From an optimization exercise on the open Yosys and OpenROAD flow, aimed at small area; shortcuts taken in it are not production practice.
The RTL was checked by simulation tests, not by an equivalence proof against the original design.
Power and IR drop assume default switching activity.

== birch ==
==> flow/design.v (excerpt) <==
module SonarOnChip (
    input  wire        wb_clk_i,
    input  wire        wb_rst_i,
    input  wire        wb_valid_i,
    input  wire [3:0]  wbs_adr_i,
    input  wire [15:0] wbs_dat_i,
    input  wire        wbs_strb_i,
    output             wbs_ack_o,
    output      [15:0] wbs_dat_o,
    input  wire        ce_pdm,
    input  wire        ce_pcm,
    input  wire        pdm_data_i,
    input  wire        mclear,
    output wire        cmp
);
==> module SonarOnChip, before the edit <==
module SonarOnChip (
    input  wire        wb_clk_i,
    input  wire        wb_rst_i,
    input  wire        wb_valid_i,
    input  wire [3:0]  wbs_adr_i,
    input  wire [15:0] wbs_dat_i,
    input  wire        wbs_strb_i,
    output             wbs_ack_o,
    output      [15:0] wbs_dat_o,
    input  wire        ce_pdm,
    input  wire        ce_pcm,
    input  wire        pdm_data_i,
    input  wire        mclear,
    output wire        cmp
);
  wire clk = wb_clk_i;
  wire rst = wb_rst_i;
  wire en  = ce_pcm;
  reg        ack;
  reg [15:0] rdata;
  reg [7:0]  control, amp;
  reg [15:0] a0, a1, a2, b1, b2, fb0, fb1, threshold, pcm_load;
  reg [15:0] timer, pcm;
  reg        q;
  assign wbs_ack_o = ack;
  assign wbs_dat_o = rdata;
  assign cmp = q;
  reg [15:0] rd;
  always @(*) begin
    case (wbs_adr_i)
      4'd0:  rd = {8'd0, control};
      4'd1:  rd = a0;
      4'd2:  rd = a1;
      4'd3:  rd = a2;
      4'd4:  rd = b1;
      4'd5:  rd = b2;
      4'd6:  rd = {8'd0, amp};
      4'd7:  rd = threshold;
      4'd8:  rd = timer;
      4'd9:  rd = pcm;
      4'd10: rd = pcm_load;
      4'd11: rd = fb0;
      4'd12: rd = fb1;
      default: rd = 16'd0;
    endcase
  end
  wire wr = wb_valid_i & wbs_strb_i;
  always @(posedge clk) rdata <= rd;
  always @(posedge clk) ack <= wb_valid_i & ~rst;
  wire [15:0] wz = wbs_dat_i & {16{~rst}};
  wire [15:0] wo = wbs_dat_i | {16{rst}};
  wire [15:0] we = {16{wr}} & (16'd1 << wbs_adr_i);
  always @(posedge clk) begin
    if (we[0]  | rst) control   <= {wz[7:3], wo[2], wz[1:0]};
    if (we[1]  | rst) a0        <= wz;
    if (we[2]  | rst) a1        <= wz;
    if (we[3]  | rst) a2        <= wz;
    if (we[4]  | rst) b1        <= wz;
    if (we[5]  | rst) b2        <= wz;
    if (we[6]  | rst) amp       <= wz[7:0];
    if (we[7]  | rst) threshold <= {wz[15:11], wo[10], wz[9:0]};
    if (we[10] | rst) pcm_load  <= wz;
    if (we[11] | rst) fb0       <= {wz[15:12], wo[11:0]};
    if (we[12] | rst) fb1       <= {wz[15], wo[14:0]};
  end
  reg [63:0] h;
  reg [6:0]  cnt;
  reg signed [7:0]  sd;
  reg signed [11:0] sb;
  wire v32 = cnt[6] | cnt[5];
  wire v64 = cnt[6];
  wire signed [7:0] xn  = pdm_data_i ? 8'sd1 : -8'sd1;
  wire signed [7:0] x32 = v32 ? (h[31] ? 8'sd2 : -8'sd2) : 8'sd0;
  wire signed [7:0] x64 = v64 ? (h[63] ? 8'sd1 : -8'sd1) : 8'sd0;
  always @(posedge clk) begin
    if (ce_pdm) h <= {h[62:0], pdm_data_i};
  end
  always @(posedge clk) begin
    if (rst) begin
      cnt <= 7'd0;
      sd <= 8'sd0;
      sb <= 12'sd0;
    end else if (ce_pdm) begin
      if (!v64) cnt <= cnt + 7'd1;
      sd <= sd + xn - x32 + x64;
      sb <= sb + {{4{sd[7]}}, sd};
    end
  end
  reg [3:0]  ph;
  reg [15:0] acc;         
  reg [15:0] yfir;        
  reg [15:0] yiir;        
  reg [15:0] yprev;       
  reg [11:0] xf1, xf2, xf3;
  reg [15:0] xi1, xi2;
  reg [14:0] xm1, xm2, xm3;
  reg [13:0] ymaf;        
  reg        v1, v2, v3;
  wire [15:0] gin  = control[2] ? pcm : yiir;
  wire [15:0] gout = gin << amp;
  wire [14:0] xmaf = gout[15] ? ~gout[14:0] : gout[14:0];
  reg [15:0] me, mm;
  reg        mng;
  always @(*) begin
    me = 16'd0;
    mm = 16'd0;
    mng = 1'b0;
    case (ph)
      4'd0:  begin me = fb0; mm = {{4{sb[11]}}, sb}; end
      4'd1:  begin me = fb1; if (v1) mm = {{4{xf1[11]}}, xf1}; end
      4'd2:  begin me = fb1; if (v2) mm = {{4{xf2[11]}}, xf2}; end
      4'd3:  begin me = fb0; if (v3) mm = {{4{xf3[11]}}, xf3}; end
      4'd5:  begin me = a0;  mm = pcm; end
      4'd6:  begin me = a1;  if (v1) mm = xi1; end
      4'd7:  begin me = a2;  if (v2) mm = xi2; end
      4'd8:  begin me = b1;  if (v1) begin mm = yiir;  mng = (yiir != 16'h8000); end end
      4'd9:  begin me = b2;  if (v2) begin mm = yprev; mng = (yprev != 16'h8000); end end
      4'd11: begin me = 16'h8000; mm = {1'b0, xmaf}; mng = 1'b1; end
      4'd12: begin me = 16'h8000; if (v1) mm = {1'b0, xm1}; mng = 1'b1; end
      4'd13: begin me = 16'h8000; if (v2) mm = {1'b0, xm2}; mng = 1'b1; end
      4'd14: begin me = 16'h8000; if (v3) mm = {1'b0, xm3}; mng = 1'b1; end
      default: ;
    endcase
  end
  wire [15:0] macc;
  mac u_mac (.e(me), .m(mm), .ng(mng), .a(acc), .y(macc));
  always @(posedge clk) if (!en && ph == 4'd4) yfir <= acc;
  always @(posedge clk) begin
    if (rst) begin
      v1 <= 1'b0; v2 <= 1'b0; v3 <= 1'b0;
    end else if (en) begin
      v1 <= 1'b1; v2 <= v1; v3 <= v2;
    end
  end
  always @(posedge clk) begin
    if (en) begin
      xf1 <= sb; xf2 <= xf1; xf3 <= xf2;
      xi1 <= pcm; xi2 <= xi1;
      xm1 <= xmaf; xm2 <= xm1; xm3 <= xm2;
    end
    if (!en && ph == 4'd10) begin yiir <= acc; yprev <= yiir; end
  end
  always @(posedge clk) begin
    if (rst) begin
      ph <= 4'd0;
      acc <= 16'd0;
      ymaf <= 14'd0;
      pcm <= 16'd0;
    end else if (en) begin
      ph <= 4'd0;
      acc <= 16'd0;
      pcm <= control[3] ? pcm_load : yfir;
    end else begin
      if (ph != 4'd15) ph <= ph + 4'd1;
      acc <= (ph == 4'd4 || ph == 4'd10) ? 16'd0 : macc;
      if (ph == 4'd15) ymaf <= acc[15:2];
    end
  end
  wire over = {2'b00, ymaf} > threshold;
  always @(posedge clk) begin
    if (rst) q <= 1'b0;
    else if (over) q <= 1'b1;
    else if (mclear) q <= 1'b0;
  end
  always @(posedge clk) begin
    if (rst | mclear) timer <= 16'd0;
    else if (en & ~q) timer <= timer + 16'd1;
  end
endmodule
clock: 15.0 ns
lec_check: 0
cap_margin: 20
core_margin: 2
core_utilization: 60
cts_buf_list: sky130_fd_sc_hd__clkbuf_8
cts_cluster_diameter: 50
cts_cluster_size: 15
place_density: 0.7
slew_margin: 20
run.sh (not shown) runs the stock make flow with config.mk's settings and CLKGATE_MAP_FILE= SYNTH_SCRIPT=/design/flow/synth_recipe.tcl, a recipe that flattens the netlist after the stock synthesis.
birch: flow completed, timing, DRC and antenna clean
diff inputs: birch => cedar
--- a/flow/design.v
+++ b/flow/design.v
@@ -74,17 +74,43 @@
   wire signed [7:0] x64 = v64 ? (h[63] ? 8'sd1 : -8'sd1) : 8'sd0;
   always @(posedge clk) begin
     if (ce_pdm) h <= {h[62:0], pdm_data_i};
   end
+  wire [7:0] dx = xn - x32 + x64;
+  wire [7:0] sd_n;
+  wire [8:0] sd_c;
+  assign sd_c[0] = 1'b0;
+  wire [11:0] sb_a = {{4{sd[7]}}, sd};
+  wire [11:0] sb_n;
+  wire [12:0] sb_c;
+  assign sb_c[0] = 1'b0;
+  wire [6:0] cnt_n;
+  wire [7:0] cnt_c;
+  assign cnt_c[0] = 1'b1;
+  genvar gi;
+  generate
+    for (gi = 0; gi < 8; gi = gi + 1) begin : g_sd
+      assign sd_n[gi] = sd[gi] ^ dx[gi] ^ sd_c[gi];
+      assign sd_c[gi+1] = (sd[gi] & dx[gi]) | (sd[gi] & sd_c[gi]) | (dx[gi] & sd_c[gi]);
+    end
+    for (gi = 0; gi < 12; gi = gi + 1) begin : g_sb
+      assign sb_n[gi] = sb[gi] ^ sb_a[gi] ^ sb_c[gi];
+      assign sb_c[gi+1] = (sb[gi] & sb_a[gi]) | (sb[gi] & sb_c[gi]) | (sb_a[gi] & sb_c[gi]);
+    end
+    for (gi = 0; gi < 7; gi = gi + 1) begin : g_cnt
+      assign cnt_n[gi] = cnt[gi] ^ cnt_c[gi];
+      assign cnt_c[gi+1] = cnt[gi] & cnt_c[gi];
+    end
+  endgenerate
   always @(posedge clk) begin
     if (rst) begin
       cnt <= 7'd0;
       sd <= 8'sd0;
       sb <= 12'sd0;
     end else if (ce_pdm) begin
-      if (!v64) cnt <= cnt + 7'd1;
-      sd <= sd + xn - x32 + x64;
-      sb <= sb + {{4{sd[7]}}, sd};
+      if (!v64) cnt <= cnt_n;
+      sd <= sd_n;
+      sb <= sb_n;
     end
   end
   reg [3:0]  ph;
   reg [15:0] acc;         
@@ -155,17 +181,32 @@
       acc <= (ph == 4'd4 || ph == 4'd10) ? 16'd0 : macc;
       if (ph == 4'd15) ymaf <= acc[15:2];
     end
   end
-  wire over = {2'b00, ymaf} > threshold;
+  wire [15:0] cmp_a = {2'b00, ymaf};
+  wire [16:0] gt_c;
+  assign gt_c[0] = 1'b0;
+  wire [15:0] timer_n;
+  wire [16:0] timer_c;
+  assign timer_c[0] = en & ~q;
+  generate
+    for (gi = 0; gi < 16; gi = gi + 1) begin : g_cmp
+      assign gt_c[gi+1] = (cmp_a[gi] & ~threshold[gi]) | (cmp_a[gi] & gt_c[gi]) | (~threshold[gi] & gt_c[gi]);
+    end
+    for (gi = 0; gi < 16; gi = gi + 1) begin : g_timer
+      assign timer_n[gi] = timer[gi] ^ timer_c[gi];
+      assign timer_c[gi+1] = timer[gi] & timer_c[gi];
+    end
+  endgenerate
+  wire over = gt_c[16];
   always @(posedge clk) begin
     if (rst) q <= 1'b0;
     else if (over) q <= 1'b1;
     else if (mclear) q <= 1'b0;
   end
   always @(posedge clk) begin
     if (rst | mclear) timer <= 16'd0;
-    else if (en & ~q) timer <= timer + 16'd1;
+    else timer <= timer_n;
   end
 endmodule
 module mac (
   input  wire [15:0] e,
==> comparison <==
Number of core rows (cedar over birch): decrease, 1. In the tables for cedar and birch, post-synthesis cell count reads higher with birch. Portion of the post-synthesis area used by sequential elements in cedar is 1.0 points above birch. Global routing usage on met2 down 3.5 points in cedar wrt birch. According to the power report, total power for cedar is lower than for birch. Measured against each other, cedar and birch differ in clock latency reported for the late side of the worst-skew pair, the lower figure coming from cedar. Comparing cedar and birch, the lower non-clock buffer count is on birch. Comparing cedar and birch, the lower peak supply drop was measured on cedar. | share of post-route cells with drive strength above 1 | higher: cedar |. cedar reports a higher path length in cells of the critical path than birch does. cedar: hold slack is 9.3 ps lower than what birch reported. Relative to birch, the total global-route track usage of cedar is lower by 0.87 points. Of cedar and birch, the run reporting the higher maximum frequency was cedar.

[static timing again, ports no longer ideal]
Ports are ideal in the flow. The routed layouts listed here were re-timed in OpenROAD.
Step 1: set_driving_cell puts a clkbuf_16 on wb_clk_i and a buf_2 on each other input, an assumption about the parent block.
Step 2 also shifts input and output timing later by t, the mid clock arrival at the registers, as if the neighbouring blocks saw the same clock.
a / b / c = no drivers / after step 1 / after step 2; a / b = the first two.
run	t, ns	slack for setup (ns)	worst setup path after step 2	latest minus earliest clock arrival (ns)	pins driven straight from the clock port
birch	0.722	2.093 / 2.093 / 2.093	register to register	0.065 / 0.066	1
cedar	0.718	2.289 / 2.289 / 2.289	register to register	0.044 / 0.044	1
After both steps every run listed still meets setup and hold.
